This is an optimization exercise on Yosys and OpenROAD, whose aim is small area and a short achievable clock period, not a production implementation.
RTL that was checked went through simulation tests only; none was proved equivalent to the original.
Power figures rest on the tool's default switching activity, not on a simulated workload.

==> 11-18 <==
// fir_low_pass_filter
module fir_low_pass_filter(Data_out, Data_in, clk, rst);
  output [15:0] Data_out;
  input [7:0] Data_in;
  input clk, rst;
  reg [7:0] x1;
  reg [7:0] x2;
  reg [7:0] x3;
  reg [7:0] x4;
  reg [7:0] x5;
  reg [7:0] x6;
  reg [7:0] x7;
  reg [7:0] x8;
  reg [7:0] x9;
  reg [7:0] x10;
  reg [7:0] x11;
  reg [7:0] x12;
  reg [7:0] x13;
  reg [7:0] x14;
  reg [7:0] x15;
  reg [7:0] x16;
  reg [7:0] x17;
  reg [7:0] x18;
  reg [7:0] x19;
  reg [7:0] x20;
  reg [7:0] x21;
  reg [7:0] x22;
  reg [7:0] x23;
  reg [7:0] x24;
  reg [12:0] P4a;
  reg [12:0] P4b;
  reg [15:0] P3a;
  reg [15:0] P3b;
  reg [15:0] P2a;
  reg [15:0] P2b;
  reg [15:0] Pa;
  reg [15:0] Pb;
  reg [15:0] Q;
  reg [9:0] V;
  reg [15:0] Y;
  wire fs1, fc1;
  fir_fa u_fa1 (.a(x21[0]), .b(x23[1]), .c(x23[2]), .s(fs1), .co(fc1));
  wire fs2, fc2;
  fir_fa u_fa2 (.a(x21[1]), .b(x23[2]), .c(x23[3]), .s(fs2), .co(fc2));
  wire hs3, hc3;
  fir_ha u_ha3 (.a(x5[1]), .b(x5[3]), .s(hs3), .co(hc3));
  wire fs4, fc4;
  fir_fa u_fa4 (.a(x21[2]), .b(x23[3]), .c(x23[4]), .s(fs4), .co(fc4));
  wire fs5, fc5;
  fir_fa u_fa5 (.a(x20[3]), .b(x22[2]), .c(x24[3]), .s(fs5), .co(fc5));
  wire fs6, fc6;
  fir_fa u_fa6 (.a(x21[3]), .b(x23[4]), .c(x23[5]), .s(fs6), .co(fc6));
  wire fs7, fc7;
  fir_fa u_fa7 (.a(x5[3]), .b(x5[5]), .c(x7[0]), .s(fs7), .co(fc7));
  wire hs8, hc8;
  fir_ha u_ha8 (.a(~x20[4]), .b(~x22[3]), .s(hs8), .co(hc8));
  wire fs9, fc9;
  fir_fa u_fa9 (.a(x21[4]), .b(x23[5]), .c(x23[6]), .s(fs9), .co(fc9));
  wire fs10, fc10;
  fir_fa u_fa10 (.a(x5[4]), .b(x5[6]), .c(x7[1]), .s(fs10), .co(fc10));
  wire fs11, fc11;
  fir_fa u_fa11 (.a(x20[5]), .b(x22[4]), .c(x24[5]), .s(fs11), .co(fc11));
  wire fs12, fc12;
  fir_fa u_fa12 (.a(x21[5]), .b(x23[6]), .c(x23[7]), .s(fs12), .co(fc12));
  wire fs13, fc13;
  fir_fa u_fa13 (.a(x5[5]), .b(x5[7]), .c(x7[2]), .s(fs13), .co(fc13));
  wire fs14, fc14;
  fir_fa u_fa14 (.a(x20[6]), .b(x22[5]), .c(x24[6]), .s(fs14), .co(fc14));
  wire fs15, fc15;
  fir_fa u_fa15 (.a(x21[6]), .b(x23[7]), .c(x5[6]), .s(fs15), .co(fc15));
  wire fs16, fc16;
  ...
Settings: LEC_CHECK=0, CAP_MARGIN=20, CORE_MARGIN=2, CORE_UTILIZATION=40, SLEW_MARGIN=20, SYNTH_HIERARCHICAL=1; clock period 11.0 ns.
standard.sh (not shown) runs the stock make flow with config.mk's settings and CLKGATE_MAP_FILE= SYNTH_SCRIPT=/design/flow/synth_recipe.tcl, a recipe that flattens the netlist after the stock synthesis.
==> flow/flow/run.sh <==
#!/bin/bash
set -euo pipefail
export BUFFER_PORTS_ARGS="-buffer_cell sky130_fd_sc_hd__buf_4"
bash standard.sh finish > layout.log 2>&1
==> 11-22 (differences from 11-18) <==
--- a/flow/config.mk
+++ b/flow/config.mk
@@ -9,4 +9,5 @@
 export CORE_MARGIN = 2
 export CORE_UTILIZATION = 40
+export CTS_BUF_LIST = sky130_fd_sc_hd__clkbuf_4 sky130_fd_sc_hd__clkbuf_8
 export SLEW_MARGIN = 20
 export SYNTH_HIERARCHICAL = 1
==> qor summary <==
item                                                                                    11-22                       11-18
Outcome                                                               complete, no violations     complete, no violations
Clk cell area share                                                                    6.185%                      7.651%
Layout filler cell count                                                                 3718                        3673
Final Util                                                                             45.11%                      45.82%
Number of optimization iterations in the first detailed-route pass                          4                           5
Critical Path Max Stage Delay                                                          700 ps                      710 ps
Vias after detailed routing                                                              9170                        9104
Max Clk Rate                                                                        269.2 MHz                   261.3 MHz
Start point of the worst hold path                                                     x10[6]                       x7[7]
Wire length the detailed router placed on met1                                  13300 microns               13230 microns
Total routed wirelength                                                         28900 microns               28940 microns
Number of antenna violations at the first check in global routing                           0                           2
Cell-internal power                                                                  2.009 mW                    2.279 mW
Number of DRC markers after the initial detailed-route iteration                          352                         340
Routed length on met2                                                           13820 microns               13950 microns
Cell at the root of the clock tree                                  sky130_fd_sc_hd__clkbuf_8  sky130_fd_sc_hd__clkbuf_16
Sequential fraction of total cell area                                                 38.72%                      38.11%
No functional check of the RTL was part of any run of this note.

---

==> run a <==
fir_low_pass_filter, a different RTL version from the one above (not shown whole).
==> flow/config.mk <==
export PLATFORM = sky130hd
export DESIGN_NAME = fir_low_pass_filter
export DESIGN_NICKNAME = fir_low_pass_filter
export VERILOG_FILES = /design/flow/design.v
export SDC_FILE = /design/flow/constraint.sdc
export NUM_CORES = 4
export LEC_CHECK = 0
export CAP_MARGIN = 20
export CORE_MARGIN = 2
export CORE_UTILIZATION = 40
export CTS_BUF_LIST = sky130_fd_sc_hd__clkbuf_8 sky130_fd_sc_hd__clkbuf_16
export CTS_CLUSTER_DIAMETER = 80
export CTS_CLUSTER_SIZE = 32
export SLEW_MARGIN = 20
export SYNTH_HIERARCHICAL = 1
==> flow/constraint.sdc <==
create_clock -name core_clock -period 11.0 [get_ports {clk}]
set_input_delay 2.2000 -clock core_clock [delete_from_list [all_inputs] [get_ports {clk}]]
set_output_delay 2.2000 -clock core_clock [all_outputs]
set_load 0.01 [all_outputs]
Scripts as last shown in full above: flow/flow/run.sh
==> inputs of run b, as changes to run a <==
--- a/flow/design.v
+++ b/flow/design.v
@@ -99,15 +99,15 @@
   wire fs30, fc30;
   fir_fa u_fa30 (.a(x12[0]), .b(x12[1]), .c(x12[4]), .s(fs30), .co(fc30));
   wire fs31, fc31;
   fir_fa u_fa31 (.a(x22[4]), .b(x24[3]), .c(x26[4]), .s(fs31), .co(fc31));
   wire fs32, fc32;
   fir_fa u_fa32 (.a(hc1), .b(hs5), .c(fs2), .s(fs32), .co(fc32));
   wire hs33, hc33;
-  fir_han u_ha33 (.a(x7[3]), .b(x7[5]), .s(hs33), .co(hc33));
+  fir_ha u_ha33 (.a(~x7[3]), .b(~x7[5]), .s(hs33), .co(hc33));
   wire fs34, fc34;
   fir_fa u_fa34 (.a(x25[6]), .b(x9[1]), .c(hc5), .s(fs34), .co(fc34));
   wire fs35, fc35;
   fir_fa u_fa35 (.a(x7[4]), .b(x7[6]), .c(fc3), .s(fs35), .co(fc35));
   wire fs36, fc36;
   fir_fa u_fa36 (.a(fc4), .b(fs10), .c(fs7), .s(fs36), .co(fc36));
   wire fs37, fc37;
@@ -251,15 +251,15 @@
   wire fs106, fc106;
   fir_fa u_fa106 (.a(fs83), .b(~fc79), .c(fc80), .s(fs106), .co(fc106));
   wire fs107, fc107;
   fir_fa u_fa107 (.a(hc53), .b(hs85), .c(fc83), .s(fs107), .co(fc107));
   wire fs108, fc108;
   fir_fa u_fa108 (.a(fc81), .b(fs84), .c(fc82), .s(fs108), .co(fc108));
   wire hs109, hc109;
-  fir_han u_ha109 (.a(x26[0]), .b(x7[1]), .s(hs109), .co(hc109));
+  fir_ha u_ha109 (.a(~x26[0]), .b(~x7[1]), .s(hs109), .co(hc109));
   wire fs110, fc110;
   fir_fa u_fa110 (.a(fc86), .b(fs56), .c(fs87), .s(fs110), .co(fc110));
   wire fs111, fc111;
   fir_fa u_fa111 (.a(fc87), .b(fs89), .c(fs90), .s(fs111), .co(fc111));
   wire fs112, fc112;
   fir_fa u_fa112 (.a(fc89), .b(fc90), .c(fs91), .s(fs112), .co(fc112));
   wire fs113, fc113;
@@ -381,15 +381,15 @@
   wire hs171, hc171;
   fir_ha u_ha171 (.a(P2a[11]), .b(P2b[11]), .s(hs171), .co(hc171));
   wire fs172, fc172;
   fir_fa u_fa172 (.a(P2a[1]), .b(x16[0]), .c(x17[1]), .s(fs172), .co(fc172));
   wire fs173, fc173;
   fir_fa u_fa173 (.a(x17[2]), .b(x2[1]), .c(x9[1]), .s(fs173), .co(fc173));
   wire hs174, hc174;
-  fir_han u_ha174 (.a(P2a[2]), .b(P2b[2]), .s(hs174), .co(hc174));
+  fir_ha u_ha174 (.a(~P2a[2]), .b(~P2b[2]), .s(hs174), .co(hc174));
   wire fs175, fc175;
   fir_fa u_fa175 (.a(x2[2]), .b(x9[2]), .c(fc148), .s(fs175), .co(fc175));
   wire fs176, fc176;
   fir_fa u_fa176 (.a(~P2a[3]), .b(fs149), .c(fs150), .s(fs176), .co(fc176));
   wire fs177, fc177;
   fir_fa u_fa177 (.a(hs153), .b(fc149), .c(fc150), .s(fs177), .co(fc177));
   wire fs178, fc178;
@@ -479,15 +479,15 @@
   wire fs220, fc220;
   fir_fa u_fa220 (.a(hs206), .b(fc193), .c(fc205), .s(fs220), .co(fc220));
   wire fs221, fc221;
   fir_fa u_fa221 (.a(~P2a[14]), .b(P2b[14]), .c(hc206), .s(fs221), .co(fc221));
   wire hs222, hc222;
   fir_ha u_ha222 (.a(1'b0), .b(1'b0), .s(hs222), .co(hc222));
   wire hs223, hc223;
-  fir_han u_ha223 (.a(Pa[2]), .b(Pb[2]), .s(hs223), .co(hc223));
+  fir_ha u_ha223 (.a(~Pa[2]), .b(~Pb[2]), .s(hs223), .co(hc223));
   wire fs224, fc224;
   fir_fa u_fa224 (.a(Pa[3]), .b(Pb[3]), .c(x1[1]), .s(fs224), .co(fc224));
   wire fs225, fc225;
   fir_fa u_fa225 (.a(Pa[4]), .b(Pb[4]), .c(x1[2]), .s(fs225), .co(fc225));
   wire fs226, fc226;
   fir_fa u_fa226 (.a(Pa[5]), .b(Pb[5]), .c(x1[3]), .s(fs226), .co(fc226));
   wire fs227, fc227;
@@ -513,33 +513,33 @@
   wire fs237, fc237;
   fir_fa u_fa237 (.a(~x2[6]), .b(fc228), .c(fs229), .s(fs237), .co(fc237));
   wire fs238, fc238;
   fir_fa u_fa238 (.a(~x2[7]), .b(fc229), .c(fs230), .s(fs238), .co(fc238));
   wire fs239, fc239;
   fir_fa u_fa239 (.a(Pa[10]), .b(Pb[10]), .c(fc230), .s(fs239), .co(fc239));
   wire hs240, hc240;
-  fir_han u_ha240 (.a(Pa[11]), .b(Pb[11]), .s(hs240), .co(hc240));
+  fir_ha u_ha240 (.a(~Pa[11]), .b(~Pb[11]), .s(hs240), .co(hc240));
   wire hs241, hc241;
-  fir_han u_ha241 (.a(Pa[12]), .b(Pb[12]), .s(hs241), .co(hc241));
+  fir_ha u_ha241 (.a(~Pa[12]), .b(~Pb[12]), .s(hs241), .co(hc241));
   wire hs242, hc242;
-  fir_han u_ha242 (.a(Pa[13]), .b(Pb[13]), .s(hs242), .co(hc242));
+  fir_ha u_ha242 (.a(~Pa[13]), .b(~Pb[13]), .s(hs242), .co(hc242));
   wire hs243, hc243;
-  fir_han u_ha243 (.a(Pa[14]), .b(Pb[14]), .s(hs243), .co(hc243));
+  fir_ha u_ha243 (.a(~Pa[14]), .b(~Pb[14]), .s(hs243), .co(hc243));
   wire hs244, hc244;
-  fir_han u_ha244 (.a(Pa[15]), .b(Pb[15]), .s(hs244), .co(hc244));
+  fir_ha u_ha244 (.a(~Pa[15]), .b(~Pb[15]), .s(hs244), .co(hc244));
   wire [15:0] Q_sum;
   fir_add16 u_Q_add (.a({hc243, hc242, hc241, hc240, hs240, ~fc238, ~fc237, ~fc236, ~fc235, ~fc234, ~fc233, fc232, hc231, ~x1[0], ~Pa[1], Pa[0]}), .b({hs244, hs243, hs242, hs241, ~fc239, ~fs239, ~fs238, ~fs237, ~fs236, ~fs235, ~fs234, ~fs233, fs232, hs231, ~Pb[1], ~Pb[0]}), .s(Q_sum));
   wire [9:0] V_n;
   fir_mul3 u_v (.d(Data_in), .v(V_n));
   wire [15:0] R;
   fir_add16 u_r_add (.a(Q), .b({6'd0, V}), .s(R));
   wire [9:0] L_n;
+  fir_addlo u_lo_add (.r(R[8:0]), .d(Data_in), .y(L_n));
   wire [6:0] K;
   fir_ones7 u_ones (.a(R[15:9]), .k(K));
-  fir_addlo u_lo_add (.r(R[8:0]), .d(Data_in), .y(L_n));
   wire rst_n;
   fir_inv u_rst_n (.a(rst), .y(rst_n));
   reg rq, rqn;
   always @(posedge clk) begin
     rq <= rst;
     rqn <= ~rst;
   end
@@ -852,20 +852,14 @@
 endmodule
 module fir_ha(a, b, s, co);
   input a, b;
   output s, co;
   assign s = a ^ b;
   assign co = a & b;
 endmodule
-module fir_han(a, b, s, co);
-  input a, b;
-  output s, co;
-  assign s = a ^ b;
-  assign co = ~(a | b);
-endmodule
 module fir_add16(a, b, s);
   input [15:0] a, b;
   output [15:0] s;
   assign s = a + b;
 endmodule
 module fir_inv(a, y);
   input a;
@@ -879,23 +873,14 @@
 endmodule
 module fir_addlo(r, d, y);
   input [8:0] r;
   input [7:0] d;
   output [9:0] y;
   assign y = {1'b0, r} + {1'b0, d, 1'b0};
 endmodule
-module fir_addlot(r, d, k, y, t);
-  input [8:0] r;
-  input [7:0] d;
-  input [6:0] k;
-  output [9:0] y;
-  output [6:0] t;
-  assign y = {1'b0, r} + {1'b0, d, 1'b0};
-  assign t = {7{y[9]}} & k;
-endmodule
 module fir_ones7(a, k);
   input [6:0] a;
   output [6:0] k;
   assign k = {&a[5:0], &a[4:0], &a[3:0], &a[2:0], &a[1:0], a[0], 1'b1};
 endmodule
 module fir_inc7(a, y);
   input [6:0] a;
==> notes <==
In run a the power is lower than in run b, by 1.5%.
In sequential power, run a and run b hardly differ.
Of run b and run a, run b has the higher worst setup slack (gap 0.0082 ns).
Clock power: run a is smaller than run b (4.1%).
Synthesized cell count is the same in run b and run a.
Of run b and run a, run a has the higher first-iteration DRC count (gap 8.1%, measured against run a).
Between run b and run a, the lower count of clock-buffer cells in the layout is in run a (gap 2).
Of run b and run a, run b has the higher clock skew (gap 0.012 ns).
==> figures <==
Weighted congestion reported at the end of routability-driven placement: run a 0.839; run b 0.818
Switching power: run a 0.000554 W; run b 0.000571 W
Tot GR Track Use: run a 0.152; run b 0.149
Post-Route Hold Slack: run a 0.369 ns; run b 0.369 ns
Number of non-filler instances in the completed layout: run a 1,830; run b 1,834
Crit path capture: run a P2b[7]; run b P2b[8]
Utilization of the core after routing: run a 0.439; run b 0.440
Multi-input logic portion of the cell area: run a 0.503; run b 0.502
Crit path buffers/inverters: run a 3; run b 2
Non-clock buffers, area share: run a 0.0122; run b 0.0122
Result of the run: run a complete, no violations; run b complete, no violations
Area fraction of clock buffers and clock inverters: run a 0.0380; run b 0.0403
Fill count: run a 3,574; run b 3,497
Routed length on met1: run a 13,500 um; run b 13,600 um
Transition time of the tightest slew-check pin: run a 0.908 ns; run b 0.991 ns
Proportion of layout cells with a drive suffix above 1: run a 0.0591; run b 0.0620
Flop pwr share: run a 0.556; run b 0.547
No functional check of the RTL was part of run a.

[separate check: timing with driven ports]
The flow's constraints put no driver on any port. The routed layouts listed below were extracted and timed again, unchanged, in two steps.
Step 1 sets driving cells, clkbuf_16 on the clock port and buf_2 on the other inputs (assumed; they add their load-dependent delay and slew).
Step 2 moves the port delays by t, midway between the first and last clock arrival at a register: inputs arrive t later, outputs are due t later. That takes back most of the time a late clock gives input paths.
Slacks: ideal / step 1 / step 2; pairs: ideal / step 1.
run	t (ns)	setup slack, ns	worst hold slack (ns)	worst setup path at the end	worst register clock-pin slew, ns
11-18	0.581	7.173 / 7.197 / 6.615	0.363 / 0.363 / 0.363	input to register	0.06 / 0.06
11-22	0.647	7.285 / 7.300 / 6.653	0.361 / 0.361 / 0.361	input to register	0.06 / 0.06
run a	0.577	7.338 / 7.338 / 6.923	0.369 / 0.369 / 0.369	input to register	0.12 / 0.12
run b	0.585	7.346 / 7.346 / 6.902	0.369 / 0.369 / 0.369	input to register	0.11 / 0.11
After both steps every run listed still meets setup and hold. The setup slack of 11-22, which loses most, moves by +0.015 ns with the drivers and by -0.632 ns with both steps.
